This design comes from an exercise in tuning for small area, a short achievable clock period and few clock cycles per item on the open sky130 flow, not from production work. Where RTL was checked, it was by simulation tests only, not by an equivalence proof against the original.

Setup of before:
## expression_solver
module expression_solver
(
    input clk,
    input rst,
    input start,
    input [7:0] X,
    input [15:0] A,
    input [15:0] B,
    input [15:0] C,
    output [15:0] result,
    output zero,
    output overflow,
    output completed
);
For scale: about 400 cells after synthesis, roughly 18 flip-flops, roughly 78 I/O pins.
export LEC_CHECK = 0
export CAP_MARGIN = 20
export CORE_MARGIN = 2
export CORE_UTILIZATION = 40
export SETUP_SLACK_MARGIN = 2
export SLEW_MARGIN = 20
export SYNTH_HIERARCHICAL = 1
export SYNTH_MINIMUM_KEEP_SIZE = 0
create_clock -name core_clock -period 11.0 [get_ports {clk}]
standard.sh (not shown) runs the stock make flow with config.mk's settings and CLKGATE_MAP_FILE= SYNTH_SCRIPT=/design/flow/synth_recipe.tcl, a recipe that flattens the netlist after the stock synthesis.
==> flow/flow/run.sh <==
#!/bin/bash
# The standard layout, with the port buffers made from the smallest buffer
# (buf_1) instead of the delay buffer buffer_ports picks by default; the
# resizer still upsizes them where timing, slew or load ask for it.
set -euo pipefail
export BUFFER_PORTS_ARGS="-buffer_cell sky130_fd_sc_hd__buf_1"
bash standard.sh > standard_finish.log 2>&1
Inputs modified between before and after:
--- a/flow/design.v
+++ b/flow/design.v
@@ -1,16 +1,12 @@
 module fa (input a, input b, input c, output s, output co);
     assign s = a ^ b ^ c;
     assign co = (a & b) | (a & c) | (b & c);
 endmodule
-module ha (input a, input b, output s, output c);
-    assign s = a ^ b;
-    assign c = a & b;
-endmodule
 module expression_solver
 (
     input clk,
     input rst,
     input start,
     input [7:0] X,
     input [15:0] A,
     input [15:0] B,
@@ -18,16 +14,17 @@
     output [15:0] result,
     output zero,
     output overflow,
     output completed
 );
     reg busy;          
     reg done;          
     reg [15:0] T;
+    reg Z;             
     always @(posedge clk or posedge rst)
     begin
         if (rst) begin
             busy <= 1'b0;
             done <= 1'b0;
         end else begin
             if (start) busy <= 1'b1;
             done <= busy;
@@ -294,45 +291,23 @@
     fa fa_s155 (s94, c125, s126, s155, c156);
     wire s157, c158;
     fa fa_s157 (s98, c127, s128, s157, c158);
     wire s159, c160;
     fa fa_s159 (s102, c129, s130, s159, c160);
     wire s161 = s105 ^ c131 ^ s132;
     wire [15:0] n0 = {c160, c158, c156, c154, c152, c150, c148, c146, c144, c142, c140, c138, c136, c134, s133, pp_0_0};
     wire [15:0] n1 = {s161, s159, s157, s155, s153, s151, s149, s147, s145, s143, s141, h139, h137, h135, 1'b1, kn[0]};
-    wire [15:0] p, g;
-    ha ha_0 (n0[0], n1[0], p[0], g[0]);
-    ha ha_1 (n0[1], n1[1], p[1], g[1]);
-    ha ha_2 (n0[2], n1[2], p[2], g[2]);
-    ha ha_3 (n0[3], n1[3], p[3], g[3]);
-    ha ha_4 (n0[4], n1[4], p[4], g[4]);
-    ha ha_5 (n0[5], n1[5], p[5], g[5]);
-    ha ha_6 (n0[6], n1[6], p[6], g[6]);
-    ha ha_7 (n0[7], n1[7], p[7], g[7]);
-    ha ha_8 (n0[8], n1[8], p[8], g[8]);
-    ha ha_9 (n0[9], n1[9], p[9], g[9]);
-    ha ha_10 (n0[10], n1[10], p[10], g[10]);
-    ha ha_11 (n0[11], n1[11], p[11], g[11]);
-    ha ha_12 (n0[12], n1[12], p[12], g[12]);
-    ha ha_13 (n0[13], n1[13], p[13], g[13]);
-    ha ha_14 (n0[14], n1[14], p[14], g[14]);
-    ha ha_15 (n0[15], n1[15], p[15], g[15]);
-    wire [15:0] G0 = {g[15:1], g[0] | p[0]};
-    wire [15:0] P0 = {p[15:1], 1'b0};
-    wire [15:0] G1 = {G0[15:1] | (P0[15:1] & G0[14:0]), G0[0:0]};
-    wire [15:0] P1 = {P0[15:1] & P0[14:0], P0[0:0]};
-    wire [15:0] G2 = {G1[15:2] | (P1[15:2] & G1[13:0]), G1[1:0]};
-    wire [15:0] P2 = {P1[15:2] & P1[13:0], P1[1:0]};
-    wire [15:0] G3 = {G2[15:4] | (P2[15:4] & G2[11:0]), G2[3:0]};
-    wire [15:0] P3 = {P2[15:4] & P2[11:0], P2[3:0]};
-    wire [15:0] G4 = {G3[15:8] | (P3[15:8] & G3[7:0]), G3[7:0]};
-    wire [15:0] P4 = {P3[15:8] & P3[7:0], P3[7:0]};
-    wire [15:0] y = p ^ ~{G4[14:0], 1'b1};
+    wire [15:0] yn = n0 + n1 + 16'd1;
+    wire [15:0] y = ~yn;
+    wire [15:0] p = n0 ^ n1;
+    wire [15:0] o = ~(n0 & n1);
+    wire yz = ~|(p ^ {o[14:0], 1'b0});
     assign result = done ? T : y;
-    assign zero = ~|result;
+    assign zero = done ? Z : yz;
     always @(posedge clk)
     begin
         T <= result;
+        Z <= zero;
     end
     assign completed = busy;
     assign overflow = 1'b0;
 endmodule
==> comparison <==
- Summary of after over before: post-CTS resize count lost 15; total of fill cells in the finished design picked up an extra 35.
- Relative to before, count of placed standard cells in the final layout, fillers left out has decreased by 25 in after.
- Relative to before, the final cell area reported for after is lower.
- Relative to before, the count of plain and timing-repair buffers of after is lower by 8.
Testbench counts of after, summed over its fixed seeds: cycles 2,400, items 1,200.
For before, only the layout was checked, not whether the RTL still works.

Another version of the RTL of expression_solver (not shown whole).
Size: about 450 cells after synthesis, ~78 I/O pins, roughly 4400 µm² of cells after synthesis.
export LEC_CHECK = 0
export CAP_MARGIN = 20
export CORE_MARGIN = 2
export CORE_UTILIZATION = 40
export SETUP_SLACK_MARGIN = 5
export SLEW_MARGIN = 20
export SYNTH_HIERARCHICAL = 1
export SYNTH_MINIMUM_KEEP_SIZE = 0
create_clock -name core_clock -period 11.0 [get_ports {clk}]
Scripts as last shown in full above: flow/flow/run.sh
Then changed:
--- a/flow/design.v
+++ b/flow/design.v
@@ -336,11 +336,11 @@
     wire [15:0] n1 = {s167, s165, s163, s161, s159, s157, s155, s153, s151, s149, s147, h145, h143, h141, 1'b1, kn[0]};
     always @(posedge clk)
     begin
         S0 <= n0;
         S1 <= n1;
     end
     assign result = T;
-    assign zero = ~|T;
+    assign zero = ~p[0] & (&(p[15:1] ^ g[14:0]));
     assign completed = done;
     assign overflow = 1'b0;
 endmodule
The new run finished clean.
Cell count is higher by 2.6%.
Register-to-register slack improves by 390 ps.
Via count is higher by 4.3%.
Worst setup slack improves by 360 ps.
Synthesized area is higher by 4.7%.
Final area is higher by 6.2%.
Clock-buffer cell count is lower by 1.
Die area is higher by 4.6%.
Clock skew stays flat.
Routed wire length is higher by 7.4%.
Non-clock buffer count is higher by 1.
Flip-flop and latch count stays the same.
Worst hold slack degrades by 58 ps.
Critical path depth is lower by 4.
Function was not checked in any run of this note: the RTL went through the layout flow alone.

expression_solver, a different RTL version from the one above (not shown whole).
Size: about 18 flip-flops, ~78 I/O pins, about 0.0038 mm^2 of cells after synthesis.
==> flow/config.mk <==
export PLATFORM = sky130hd
export DESIGN_NAME = expression_solver
export DESIGN_NICKNAME = expression_solver
export VERILOG_FILES = /design/flow/design.v
export SDC_FILE = /design/flow/constraint.sdc
export NUM_CORES = 4
export LEC_CHECK = 0
export CAP_MARGIN = 20
export CORE_MARGIN = 2
export CORE_UTILIZATION = 40
export SETUP_SLACK_MARGIN = 2
export SLEW_MARGIN = 20
export SYNTH_HIERARCHICAL = 1
export SYNTH_MINIMUM_KEEP_SIZE = 0
==> flow/constraint.sdc <==
create_clock -name core_clock -period 11.0 [get_ports {clk}]
set_input_delay 2.2000 -clock core_clock [delete_from_list [all_inputs] [get_ports {clk}]]
set_output_delay 2.2000 -clock core_clock [all_outputs]
set_load 0.01 [all_outputs]
Scripts as last shown in full above: flow/flow/run.sh
The baseline produced a clean layout.
Testbench counts at the start, summed over its fixed seeds: cycles 2,400, items 1,200.
Change:
--- a/flow/design.v
+++ b/flow/design.v
@@ -193,24 +193,24 @@
     fa fa_s58 (pp_0_3, pp_1_2, pp_2_1, s58, c59);
     wire s60, c61;
     fa fa_s60 (pp_0_4, pp_1_3, pp_2_2, s60, c61);
     wire s62, c63;
     fa fa_s62 (pp_3_1, pp_4_0, kn[4], s62, c63);
     wire s64, c65;
     fa fa_s64 (pp_3_2, pp_4_1, pp_5_0, s64, c65);
-    wire h66 = ~(kn[5] ^ s1);
-    wire c67 = kn[5] | s1;
+    wire h66, c67;
+    fa fa_h66 (kn[5], s1, 1'b1, h66, c67);
     wire s68, c69;
     fa fa_s68 (pp_6_0, kn[6], c2, s68, c69);
-    wire h70 = ~(s3 ^ s5);
-    wire c71 = s3 | s5;
+    wire h70, c71;
+    fa fa_h70 (s3, s5, 1'b1, h70, c71);
     wire s72, c73;
     fa fa_s72 (c4, c6, s7, s72, c73);
-    wire h74 = ~(s9 ^ s11);
-    wire c75 = s9 | s11;
+    wire h74, c75;
+    fa fa_h74 (s9, s11, 1'b1, h74, c75);
     wire s76, c77;
     fa fa_s76 (c10, c8, s13, s76, c77);
     wire s78, c79;
     fa fa_s78 (s15, c12, s17, s78, c79);
     wire s80, c81;
     fa fa_s80 (c14, c16, s19, s80, c81);
     wire s82, c83;
@@ -242,19 +242,19 @@
     wire s108, c109;
     fa fa_s108 (pp_3_0, kn[3], s58, s108, c109);
     wire s110, c111;
     fa fa_s110 (c59, s60, s62, s110, c111);
     wire s112, c113;
     fa fa_s112 (c61, s64, c63, s112, c113);
     wire s114, c115;
-    fa fa_s114 (c65, c67, h70, s114, c115);
+    fa fa_s114 (c65, c67, s68, s114, c115);
     wire s116, c117;
-    fa fa_s116 (c69, c71, h74, s116, c117);
+    fa fa_s116 (c69, c71, s72, s116, c117);
     wire s118, c119;
-    fa fa_s118 (c73, c75, s76, s118, c119);
+    fa fa_s118 (c73, s76, c75, s118, c119);
     wire s120, c121;
     fa fa_s120 (c77, s80, c79, s120, c121);
     wire s122, c123;
     fa fa_s122 (c81, s84, c83, s122, c123);
     wire s124, c125;
     fa fa_s124 (c85, s88, c87, s124, c125);
     wire s126, c127;
@@ -262,26 +262,26 @@
     wire s128, c129;
     fa fa_s128 (c93, s96, c95, s128, c129);
     wire s130, c131;
     fa fa_s130 (c97, s100, c99, s130, c131);
     wire s132 = c101 ^ s104 ^ c103;
     wire s133, c134;
     fa fa_s133 (pp_0_1, pp_1_0, kn[1], s133, c134);
-    wire h135 = ~(kn[2] ^ s106);
-    wire c136 = kn[2] | s106;
-    wire h137 = ~(c107 ^ s108);
-    wire c138 = c107 | s108;
-    wire h139 = ~(c109 ^ s110);
-    wire c140 = c109 | s110;
+    wire h135, c136;
+    fa fa_h135 (kn[2], s106, 1'b1, h135, c136);
+    wire h137, c138;
+    fa fa_h137 (c107, s108, 1'b1, h137, c138);
+    wire h139, c140;
+    fa fa_h139 (c109, s110, 1'b1, h139, c140);
     wire s141, c142;
     fa fa_s141 (h66, c111, s112, s141, c142);
     wire s143, c144;
-    fa fa_s143 (s68, c113, s114, s143, c144);
+    fa fa_s143 (c113, h70, s114, s143, c144);
     wire s145, c146;
-    fa fa_s145 (s72, c115, s116, s145, c146);
+    fa fa_s145 (h74, c115, s116, s145, c146);
     wire s147, c148;
     fa fa_s147 (s78, c117, s118, s147, c148);
     wire s149, c150;
     fa fa_s149 (s82, c119, s120, s149, c150);
     wire s151, c152;
     fa fa_s151 (s86, c121, s122, s151, c152);
     wire s153, c154;
=>
- The changed run finished clean
- routed wire length barely changes
- via count drops by 2.3%
- sequential cell count does not change
- count of clock-buffer cells in the layout stays the same
- final area came out higher by 2.8%
- final cell count decreases by 4.9%
- core utilization goes up by 1.8 points
- synthesized cell count fell by 6.5%
- maximum frequency falls by 1.5%
- worst hold slack stays flat
- worst setup slack loses 130 ps
- global-route usage increases by 0.54 points
Function not checked in the second run of this note: the RTL went through the layout flow alone.

run A:
Another version of the RTL of expression_solver (not shown whole).
For scale: ~410 cells after synthesis, roughly 18 flip-flops, roughly 78 I/O pins.
export LEC_CHECK = 0
export CAP_MARGIN = 20
export CORE_MARGIN = 2
export CORE_UTILIZATION = 40
export SETUP_SLACK_MARGIN = 2.5
export SLEW_MARGIN = 20
export SYNTH_HIERARCHICAL = 1
export SYNTH_MINIMUM_KEEP_SIZE = 0
create_clock -name core_clock -period 11.0 [get_ports {clk}]
Scripts as last shown in full above: flow/flow/run.sh
#### Input delta (run B over run A)
--- a/flow/design.v
+++ b/flow/design.v
@@ -23,22 +23,22 @@
     begin
         if (rst) begin
             busy <= 1'b0;
             done <= 1'b0;
         end else begin
             if (start) busy <= 1'b1;
             done <= busy;
         end
     end
     wire [15:0] m = busy ? T : A;
-    wire [7:0] x = done ? 8'd1 : X;
-    wire [15:0] kn = ~(done ? 16'd0 : busy ? C : B);
+    wire [7:0] x = X;
+    wire [15:0] kn = ~(busy ? C : B);
     wire pp_0_0 = ~(x[0] & m[0]);
     wire pp_0_1 = ~(x[0] & m[1]);
     wire pp_0_2 = ~(x[0] & m[2]);
     wire pp_0_3 = ~(x[0] & m[3]);
     wire pp_0_4 = ~(x[0] & m[4]);
     wire pp_0_5 = ~(x[0] & m[5]);
     wire pp_0_6 = ~(x[0] & m[6]);
     wire pp_0_7 = ~(x[0] & m[7]);
     wire pp_0_8 = ~(x[0] & m[8]);
     wire pp_0_9 = ~(x[0] & m[9]);
@@ -286,22 +286,23 @@
     fa fa_s151 (s86, c121, s122, s151, c152);
     wire s153, c154;
     fa fa_s153 (s90, c123, s124, s153, c154);
     wire s155, c156;
     fa fa_s155 (s94, c125, s126, s155, c156);
     wire s157, c158;
     fa fa_s157 (s98, c127, s128, s157, c158);
     wire s159, c160;
     fa fa_s159 (s102, c129, s130, s159, c160);
     wire s161 = s105 ^ c131 ^ s132;
-    wire [15:0] r0 = {~c160, ~c158, ~c156, ~c154, ~c152, ~c150, ~c148, ~c146, ~c144, ~c142, ~c140, ~c138, ~c136, ~c134, ~s133, ~pp_0_0};
-    wire [15:0] r1 = {~s161, ~s159, ~s157, ~s155, ~s153, ~s151, ~s149, ~s147, ~s145, ~s143, ~s141, ~h139, ~h137, ~h135, 1'b0, ~kn[0]};
-    wire [15:0] y = r0 + r1;
-    assign result = y;
-    assign zero = ~|y;
+    wire [15:0] n0 = {c160, c158, c156, c154, c152, c150, c148, c146, c144, c142, c140, c138, c136, c134, s133, pp_0_0};
+    wire [15:0] n1 = {s161, s159, s157, s155, s153, s151, s149, s147, s145, s143, s141, h139, h137, h135, 1'b1, kn[0]};
+    wire [15:0] yn = n0 + n1 + 16'd1;
+    wire [15:0] y = ~yn;
+    assign result = done ? T : y;
+    assign zero = ~|result;
     always @(posedge clk)
     begin
-        T <= y;
+        T <= result;
     end
     assign completed = busy;
     assign overflow = 1'b0;
 endmodule
Results
In the reports for run B and run A, the larger worst hold margin belongs to run A. Run B finished end to end and its layout was clean on timing, DRC and antenna. Run A -> run B: post-synthesis cell area flat. Comparing run B and run A, the lower worst slack at placement is on run B. Run B against run A; non-clock buffer count is down by more than a quarter. Delta (run B minus run A): part of the Yosys area used for sequential elements shows no meaningful change; critical path depth shows a reduction of 1; total count of max-transition violations in the final report shows no meaningful change. Between run B and run A, cell area reported after detailed placement is lower for run B, run A comes in above that. Run A has a higher final design utilization than run B. The met2 wire length in run A is 1.09 times that in run B. From run B to run A, synthesized cell count did not move at all.
Testbench counts of run B, summed over its fixed seeds: cycles 2,400, items 1,200.
For run A, only the layout was checked, not whether the RTL still works.

Setup of the baseline:
expression_solver, a different RTL version from the one above (not shown whole).
For scale: ~400 cells after synthesis, about 33 flip-flops, about 4200 um2 of cells after synthesis.
export LEC_CHECK = 0
export CAP_MARGIN = 20
export CORE_MARGIN = 2
export CORE_UTILIZATION = 40
export SETUP_SLACK_MARGIN = 5
export SLEW_MARGIN = 20
export SYNTH_HIERARCHICAL = 1
export SYNTH_MINIMUM_KEEP_SIZE = 0
create_clock -name core_clock -period 11.0 [get_ports {clk}]
Scripts as last shown in full above: flow/flow/run.sh
Modified inputs, the candidate compared to the baseline
-- flow/design.v --
<<< the baseline, line 343
    end
    assign result = T;
    assign zero = ~|T;
    assign completed = done;
    assign overflow = 1'b0;
>>> the candidate, line 343
    end
    assign result = T;
    assign zero = ~p[0] & (&(p[15:1] ^ g[14:0]));
    assign completed = done;
    assign overflow = 1'b0;
Results
The candidate ends up with lower insertion delay of the later-clocked pin in the worst-skew pair than the baseline does.
Worst hold slack: the candidate higher than the baseline
Vias: the candidate above the baseline
Compared with the baseline, detailed placement HPWL in the candidate increased by more than 10%.
The baseline reports its end of the critical path as zero while the candidate reports S1[15].
Fraction of area in registers was lower in the candidate than in the baseline.
Clock buffer count for the candidate is lower than for the baseline.
Function was not checked in any run of this note: the RTL went through the layout flow alone.

afterwards: timing with drivers on the ports:
The results above use ideal ports. As a check the final layouts listed here were re-extracted and re-timed, cells and wires unchanged.
Step 1 (the two cells are an assumption about what drives the block):
set clk [get_ports {clk}]
set_driving_cell -lib_cell sky130_fd_sc_hd__clkbuf_16 $clk
set_driving_cell -lib_cell sky130_fd_sc_hd__buf_2 [delete_from_list [all_inputs] $clk]
Step 2 adds t to the input delays and takes it off the output delays; t is the mean of the earliest and latest rising clock arrival at the registers after step 1. Input paths then give back, and output paths get back, about the clock's delay inside the block.
a / b / c = ideal / step 1 / step 2; a / b = the first two.
run | t (ns) | slack for setup (ns) | hold slack, ns | worst setup path at the end
before | 0.283 | 2.046 / 2.022 / 2.022 | 0.533 / 0.533 / 0.533 | input to output
after | 0.284 | 2.216 / 2.194 / 2.194 | 0.500 / 0.500 / 0.500 | input to output
the first run of note 2 | 0.301 | 5.321 / 5.289 / 5.473 | 0.894 / 0.894 / 0.894 | input to register
the second run of note 2 | 0.301 | 5.682 / 5.686 / 5.384 | 0.835 / 0.835 / 0.835 | input to register
the first run of note 3 | 0.277 | 2.215 / 2.186 / 2.186 | 0.531 / 0.531 / 0.531 | input to output
the second run of note 3 | 0.268 | 2.082 / 2.058 / 2.058 | 0.529 / 0.529 / 0.529 | input to output
run A | 0.280 | 2.123 / 2.078 / 2.078 | 0.896 / 0.896 / 0.896 | input to output
run B | 0.279 | 2.200 / 2.177 / 2.177 | 0.524 / 0.524 / 0.524 | input to output
the baseline | 0.322 | 5.504 / 5.475 / 5.509 | 0.799 / 0.799 / 0.799 | input to register
the candidate | 0.314 | 5.843 / 5.842 / 5.631 | 0.873 / 0.873 / 0.873 | input to register
After both steps setup and hold are still met in every run listed. The setup slack of the second run of note 2, which loses most, moves by +0.004 ns with the drivers and by -0.298 ns with both steps.
